From an optimization exercise on the open Yosys and OpenROAD flow, aimed at small area; shortcuts taken in it are not production practice.
The RTL was checked by simulation tests, not by an equivalence proof against the original design.
The clock input has no modelled driver; a real chip could not lean on it and would need a root buffer or a full tree.

## rev 12
## vending_machine
module vending_machine(
input			CLK,
input			RESET,
input			RELOAD,
input			CARD_IN,
input	[2:0]	ITEM_CODE,
input			KEY_PRESS,
input			VALID_TRN,
output			VEND,
output			INVALID_SEL,
output	[2:0]	COST,
output			FALID_TRAN
);
Size in the first run: ~180 cells after synthesis, ~50 flip-flops, ~0.0020 sq mm of cells after synthesis.
==> module vending_machine, before the edit <==
module vending_machine(
input			CLK,
input			RESET,
input			RELOAD,
input			CARD_IN,
input	[2:0]	ITEM_CODE,
input			KEY_PRESS,
input			VALID_TRN,
output			VEND,
output			INVALID_SEL,
output	[2:0]	COST,
output			FALID_TRAN
);
reg [1:0] s;
reg [2:0] t;
reg [2:0] x;
reg cost2, cost5;
assign COST = {cost5, cost2, cost5};
wire [1:0] s_d;
wire cost2_d, cost5_d, x_en;
wire [2:0] t_d;
wire [9:0] z;             
wire nc1, nc2;            
wire [4:0] a;             
wire m4, p4, navail;
wire [4:0] sel_x_n;       
vm_or2   u_nc1 (.a(x[2]), .b(sel_x_n[1]), .y(nc1));
vm_or2   u_nc2 (.a(x[2]), .b(sel_x_n[2]), .y(nc2));
genvar gi;
generate for (gi = 0; gi < 5; gi = gi + 1) begin : g_av
	vm_o22ai u_a (.a1(nc1), .a2(z[gi]), .b1(nc2), .b2(z[gi + 5]), .y(a[gi]));
end endgenerate
vm_mux4  u_m4 (.a0(a[0]), .a1(a[1]), .a2(a[2]), .a3(a[3]), .s0(ITEM_CODE[0]), .s1(ITEM_CODE[1]), .y(m4));
vm_nor3b u_p4 (.a(ITEM_CODE[1]), .b(ITEM_CODE[0]), .cn(a[4]), .y(p4));
vm_mux2i u_na (.a0(m4), .a1(p4), .s(ITEM_CODE[2]), .y(navail));
wire w, idle_act, nr, t4, ng, ev, ge, gn, stay;
vm_or2   u_w   (.a(s[1]), .b(s[0]), .y(w));
vm_nor2  u_ia  (.a(w), .b(t[0]), .y(idle_act));
vm_inv   u_nr  (.a(RESET), .y(nr));
vm_and2b u_t4  (.an(t[0]), .b(t[2]), .y(t4));
vm_or2   u_ng  (.a(RESET), .b(t4), .y(ng));
vm_mux2  u_ev  (.a0(VALID_TRN), .a1(KEY_PRESS), .s(s[0]), .y(ev));
vm_nor2b u_ge  (.a(ng), .bn(ev), .y(ge));
vm_nor2  u_gn  (.a(ng), .b(ev), .y(gn));
vm_and2  u_st  (.a(gn), .b(w), .y(stay));
wire h0, y1, sel_n;
vm_a21oi u_h0  (.a1(ev), .a2(s[1]), .b(ng), .y(h0));
vm_a32o  u_sd0 (.a1(nr), .a2(idle_act), .a3(CARD_IN), .b1(s[0]), .b2(h0), .y(s_d[0]));
vm_nand2 u_y1  (.a(s[1]), .b(navail), .y(y1));
vm_a32o  u_sd1 (.a1(ge), .a2(s[0]), .a3(y1), .b1(gn), .b2(s[1]), .y(s_d[1]));
vm_nand4b u_sel (.an(navail), .b(ge), .c(s[1]), .d(s[0]), .y(sel_n));
wire to2, q_ev, evd, pay_exit, st2n, nload, load_n, lr;
vm_and4  u_to2 (.a(nr), .b(s[1]), .c(s[0]), .d(t4), .y(to2));
vm_nand2b u_qev (.an(navail), .b(s[0]), .y(q_ev));
vm_and3  u_evd (.a(ge), .b(s[1]), .c(q_ev), .y(evd));
vm_a211o u_t2  (.a1(stay), .a2(t[1]), .b(to2), .c(evd), .y(t_d[2]));
vm_a21o  u_t1  (.a1(stay), .a2(t[0]), .b(pay_exit), .y(t_d[1]));
vm_and4bb u_pe (.an(s[0]), .bn(gn), .c(s[1]), .d(nr), .y(pay_exit));
vm_and2b u_s2n (.an(t[2]), .b(stay), .y(st2n));
vm_or4   u_t0  (.a(st2n), .b(load_n), .c(pay_exit), .d(evd), .y(t_d[0]));
vm_nand3b u_ld (.an(CARD_IN), .b(idle_act), .c(RELOAD), .y(nload));
vm_nand2b u_lr (.an(RESET), .b(nload), .y(lr));
vm_nor2  u_ldn (.a(RESET), .b(nload), .y(load_n));
wire keep;
vm_nor2  u_kp  (.a(RESET), .b(idle_act), .y(keep));
vm_a2bb2o u_c2 (.a1n(sel_n), .a2n(nc1), .b1(keep), .b2(cost2), .y(cost2_d));
vm_a2bb2o u_c5 (.a1n(sel_n), .a2n(nc2), .b1(keep), .b2(cost5), .y(cost5_d));
vm_and3b u_vend (.an(w), .b(t[2]), .c(t[1]), .y(VEND));
vm_nor3b u_fail (.a(w), .b(t[2]), .cn(t[1]), .y(FALID_TRAN));
vm_nor3b u_inv (.a(w), .b(t[1]), .cn(t[2]), .y(INVALID_SEL));
vm_and2  u_xen (.a(KEY_PRESS), .b(s[0]), .y(x_en));
always @(posedge CLK) begin
	s <= s_d;
	t <= t_d;
	cost2 <= cost2_d;
	cost5 <= cost5_d;
end
always @(posedge CLK)
	if (x_en)
		x <= ITEM_CODE;
wire vlo_n, vhi_n;
vm_nand3 u_vlo (.a(VEND), .b(cost2), .c(nr), .y(vlo_n));
vm_nand3 u_vhi (.a(VEND), .b(cost5), .c(nr), .y(vhi_n));
vm_or3   u_s0  (.a(x[2]), .b(x[1]), .c(x[0]), .y(sel_x_n[0]));
vm_nand2b u_s1 (.an(x[1]), .b(x[0]), .y(sel_x_n[1]));
vm_nand2b u_s2 (.an(x[0]), .b(x[1]), .y(sel_x_n[2]));
vm_nand2 u_s3  (.a(x[1]), .b(x[0]), .y(sel_x_n[3]));
vm_inv   u_s4  (.a(x[2]), .y(sel_x_n[4]));
generate for (gi = 0; gi < 10; gi = gi + 1) begin : g_stock
	reg [3:0] q;
	wire [3:0] nx;
	wire d, h, n0;
	vm_nor2  u_d  (.a(gi < 5 ? vlo_n : vhi_n), .b(sel_x_n[gi % 5]), .y(d));
	vm_nor2  u_h  (.a(d), .b(lr), .y(h));
	vm_nand2 u_n0 (.a(q[0]), .b(q[3]), .y(n0));
	vm_nor2  u_z  (.a(q[0]), .b(q[3]), .y(z[gi]));
	vm_a22o  u0 (.a(h), .b(q[0]), .c(d), .e(n0),   .y(nx[0]));
	vm_a221o u1 (.a(h), .b(q[1]), .c(d), .e(q[0]), .k(RESET),  .y(nx[1]));
	vm_a221o u2 (.a(h), .b(q[2]), .c(d), .e(q[1]), .k(RESET),  .y(nx[2]));
	vm_a221o u3 (.a(h), .b(q[3]), .c(d), .e(q[2]), .k(load_n), .y(nx[3]));
	always @(posedge CLK)
		q <= nx;
end endgenerate
endmodule
==> flow/config.mk <==
export PLATFORM = sky130hd
export DESIGN_NAME = vending_machine
export DESIGN_NICKNAME = vending_machine
export VERILOG_FILES = /design/flow/design.v
export SDC_FILE = /design/flow/constraint.sdc
export NUM_CORES = 4
export LEC_CHECK = 0
export CAP_MARGIN = 20
export CORE_MARGIN = 2
export CORE_UTILIZATION = 65
export SLEW_MARGIN = 20
export SYNTH_HIERARCHICAL = 1
==> flow/constraint.sdc <==
create_clock -name core_clock -period 8.0 [get_ports {CLK}]
set_input_delay 1.6000 -clock core_clock [delete_from_list [all_inputs] [get_ports {CLK}]]
set_output_delay 1.6000 -clock core_clock [all_outputs]
set_load 0.01 [all_outputs]
standard.sh (not shown) runs the stock make flow with config.mk's settings and CLKGATE_MAP_FILE= SYNTH_SCRIPT=/design/flow/synth_recipe.tcl, a recipe that flattens the netlist after the stock synthesis.
==> flow/flow/run.sh <==
#!/bin/bash
# The standard ORFS layout (standard.sh, unchanged synthesis) with:
#  - the smallest buffer (buf_1) on every input and output port;
#  - combinational cells downsized to their smallest drive strength after
#    floorplanning (flow/downsize.tcl); later repairs upsize where needed;
#  - a clock tree of VM_CLK_GROUPS buffers, each driving the register clock
#    pins of one placement cluster (flow/cts.tcl), in place of TritonCTS.
set -euo pipefail
here=$(pwd)
export BUFFER_PORTS_ARGS="-buffer_cell sky130_fd_sc_hd__buf_1"
export POST_FLOORPLAN_TCL=$here/flow/downsize.tcl
export PRE_CTS_TCL=$here/flow/cts.tcl
export VM_CLK_GROUPS=3
export VM_CLK_BUF=sky130_fd_sc_hd__clkbuf_8
bash standard.sh > standard.log 2>&1
Other scripts of this flow, unchanged in this note and not shown: flow/flow/cts.tcl, flow/flow/downsize.tcl
Changes in rev 13 relative to rev 12:
-- flow/design.v --
<<< rev 12, line 24
wire [4:0] a;             
wire m4, p4, navail;
wire [4:0] sel_x_n;       
vm_or2   u_nc1 (.a(x[2]), .b(sel_x_n[1]), .y(nc1));
vm_or2   u_nc2 (.a(x[2]), .b(sel_x_n[2]), .y(nc2));
genvar gi;
generate for (gi = 0; gi < 5; gi = gi + 1) begin : g_av
>>> rev 13, line 24
wire [4:0] a;             
wire m4, p4, navail;
vm_or3b  u_nc1 (.a(x[2]), .b(x[1]), .cn(x[0]), .y(nc1));
vm_or3b  u_nc2 (.a(x[2]), .b(x[0]), .cn(x[1]), .y(nc2));
genvar gi;
generate for (gi = 0; gi < 5; gi = gi + 1) begin : g_av
<<< rev 12, line 50
vm_a32o  u_sd1 (.a1(ge), .a2(s[0]), .a3(y1), .b1(gn), .b2(s[1]), .y(s_d[1]));
vm_nand4b u_sel (.an(navail), .b(ge), .c(s[1]), .d(s[0]), .y(sel_n));
wire to2, q_ev, evd, pay_exit, st2n, nload, load_n, lr;
vm_and4  u_to2 (.a(nr), .b(s[1]), .c(s[0]), .d(t4), .y(to2));
vm_nand2b u_qev (.an(navail), .b(s[0]), .y(q_ev));
vm_and3  u_evd (.a(ge), .b(s[1]), .c(q_ev), .y(evd));
vm_a211o u_t2  (.a1(stay), .a2(t[1]), .b(to2), .c(evd), .y(t_d[2]));
vm_a21o  u_t1  (.a1(stay), .a2(t[0]), .b(pay_exit), .y(t_d[1]));
vm_and4bb u_pe (.an(s[0]), .bn(gn), .c(s[1]), .d(nr), .y(pay_exit));
vm_and2b u_s2n (.an(t[2]), .b(stay), .y(st2n));
vm_or4   u_t0  (.a(st2n), .b(load_n), .c(pay_exit), .d(evd), .y(t_d[0]));
vm_nand3b u_ld (.an(CARD_IN), .b(idle_act), .c(RELOAD), .y(nload));
vm_nand2b u_lr (.an(RESET), .b(nload), .y(lr));
>>> rev 13, line 49
vm_a32o  u_sd1 (.a1(ge), .a2(s[0]), .a3(y1), .b1(gn), .b2(s[1]), .y(s_d[1]));
vm_nand4b u_sel (.an(navail), .b(ge), .c(s[1]), .d(s[0]), .y(sel_n));
wire to2, q_ev, evd, fe, st2n, nload, load_n, lr;
vm_and4  u_to2 (.a(nr), .b(s[1]), .c(s[0]), .d(t4), .y(to2));
vm_nand2b u_qev (.an(navail), .b(s[0]), .y(q_ev));
vm_and3  u_evd (.a(ge), .b(s[1]), .c(q_ev), .y(evd));
vm_a211o u_t2  (.a1(stay), .a2(t[1]), .b(to2), .c(evd), .y(t_d[2]));
vm_a21o  u_t1  (.a1(stay), .a2(t[0]), .b(fe), .y(t_d[1]));
vm_and4b u_fe  (.an(s[0]), .b(nr), .c(s[1]), .d(t4), .y(fe));
vm_and2b u_s2n (.an(t[2]), .b(stay), .y(st2n));
vm_or4   u_t0  (.a(st2n), .b(load_n), .c(fe), .d(evd), .y(t_d[0]));
vm_nand3b u_ld (.an(CARD_IN), .b(idle_act), .c(RELOAD), .y(nload));
vm_nand2b u_lr (.an(RESET), .b(nload), .y(lr));
<<< rev 12, line 66
vm_a2bb2o u_c2 (.a1n(sel_n), .a2n(nc1), .b1(keep), .b2(cost2), .y(cost2_d));
vm_a2bb2o u_c5 (.a1n(sel_n), .a2n(nc2), .b1(keep), .b2(cost5), .y(cost5_d));
vm_and3b u_vend (.an(w), .b(t[2]), .c(t[1]), .y(VEND));
vm_nor3b u_fail (.a(w), .b(t[2]), .cn(t[1]), .y(FALID_TRAN));
vm_nor3b u_inv (.a(w), .b(t[1]), .cn(t[2]), .y(INVALID_SEL));
vm_and2  u_xen (.a(KEY_PRESS), .b(s[0]), .y(x_en));
always @(posedge CLK) begin
>>> rev 13, line 65
vm_a2bb2o u_c2 (.a1n(sel_n), .a2n(nc1), .b1(keep), .b2(cost2), .y(cost2_d));
vm_a2bb2o u_c5 (.a1n(sel_n), .a2n(nc2), .b1(keep), .b2(cost5), .y(cost5_d));
wire p;
vm_or2   u_p   (.a(cost2), .b(cost5), .y(p));
vm_and3b u_vend (.an(w), .b(t[2]), .c(p), .y(VEND));
vm_nor2b u_fail (.a(w), .bn(t[1]), .y(FALID_TRAN));
vm_nor3b u_inv (.a(w), .b(p), .cn(t[2]), .y(INVALID_SEL));
vm_and2  u_xen (.a(KEY_PRESS), .b(s[0]), .y(x_en));
always @(posedge CLK) begin
<<< rev 12, line 80
		x <= ITEM_CODE;
wire vlo_n, vhi_n;
vm_nand3 u_vlo (.a(VEND), .b(cost2), .c(nr), .y(vlo_n));
vm_nand3 u_vhi (.a(VEND), .b(cost5), .c(nr), .y(vhi_n));
>>> rev 13, line 81
		x <= ITEM_CODE;
wire vlo_n, vhi_n;
wire [4:0] sel_x_n;       
vm_nand3 u_vlo (.a(VEND), .b(cost2), .c(nr), .y(vlo_n));
vm_nand3 u_vhi (.a(VEND), .b(cost5), .c(nr), .y(vhi_n));
==> results.txt <==
- [compare] base=rev 12 new=rev 13: part of the cycle the worst path needs moved down; met2 layer wire length in the routed design went down by about 0.7%; area overhead of the layout relative to synthesis stayed essentially flat; post-route minimum period -0.020 ns.
- Between rev 12 and rev 13, the critical path depth figures differ only marginally.
- Diff rev 12 -> rev 13 | area after synthesis | up slightly
- Compared with rev 12, rev 13 shows a total core area that is 0.84% higher.
No run of this note takes its clock network from TritonCTS; it comes from the design's own scripts or RTL.

[what the ideal ports hide]
No port has a modelled driver above. Below, the same layouts with a new extraction and two added sets of constraints.
Step 1 (the two cells are an assumption about what drives the block):
set clk [get_ports {CLK}]
set_driving_cell -lib_cell sky130_fd_sc_hd__clkbuf_16 $clk
set_driving_cell -lib_cell sky130_fd_sc_hd__buf_2 [delete_from_list [all_inputs] $clk]
Step 2 times the ports against the registers' clock, not the clock port: input delays grow and output delays shrink by t, the midpoint of the rising clock arrivals with the driver on.
Three values: ideal, step 1, step 2; two values: the first two.
| run | t (ns) | setup slack, ns | worst hold slack (ns) | pins driven straight from the clock port |
|---|---|---|---|---|
| rev 12 | 0.197 | 4.498 / 4.518 / 4.322 | 0.459 / 0.459 / 0.459 | 3 |
| rev 13 | 0.200 | 4.518 / 4.537 / 4.337 | 0.464 / 0.464 / 0.464 | 3 |
After both steps every run listed still meets setup and hold. The setup slack of rev 13, which loses most, moves by +0.019 ns with the drivers and by -0.181 ns with both steps.
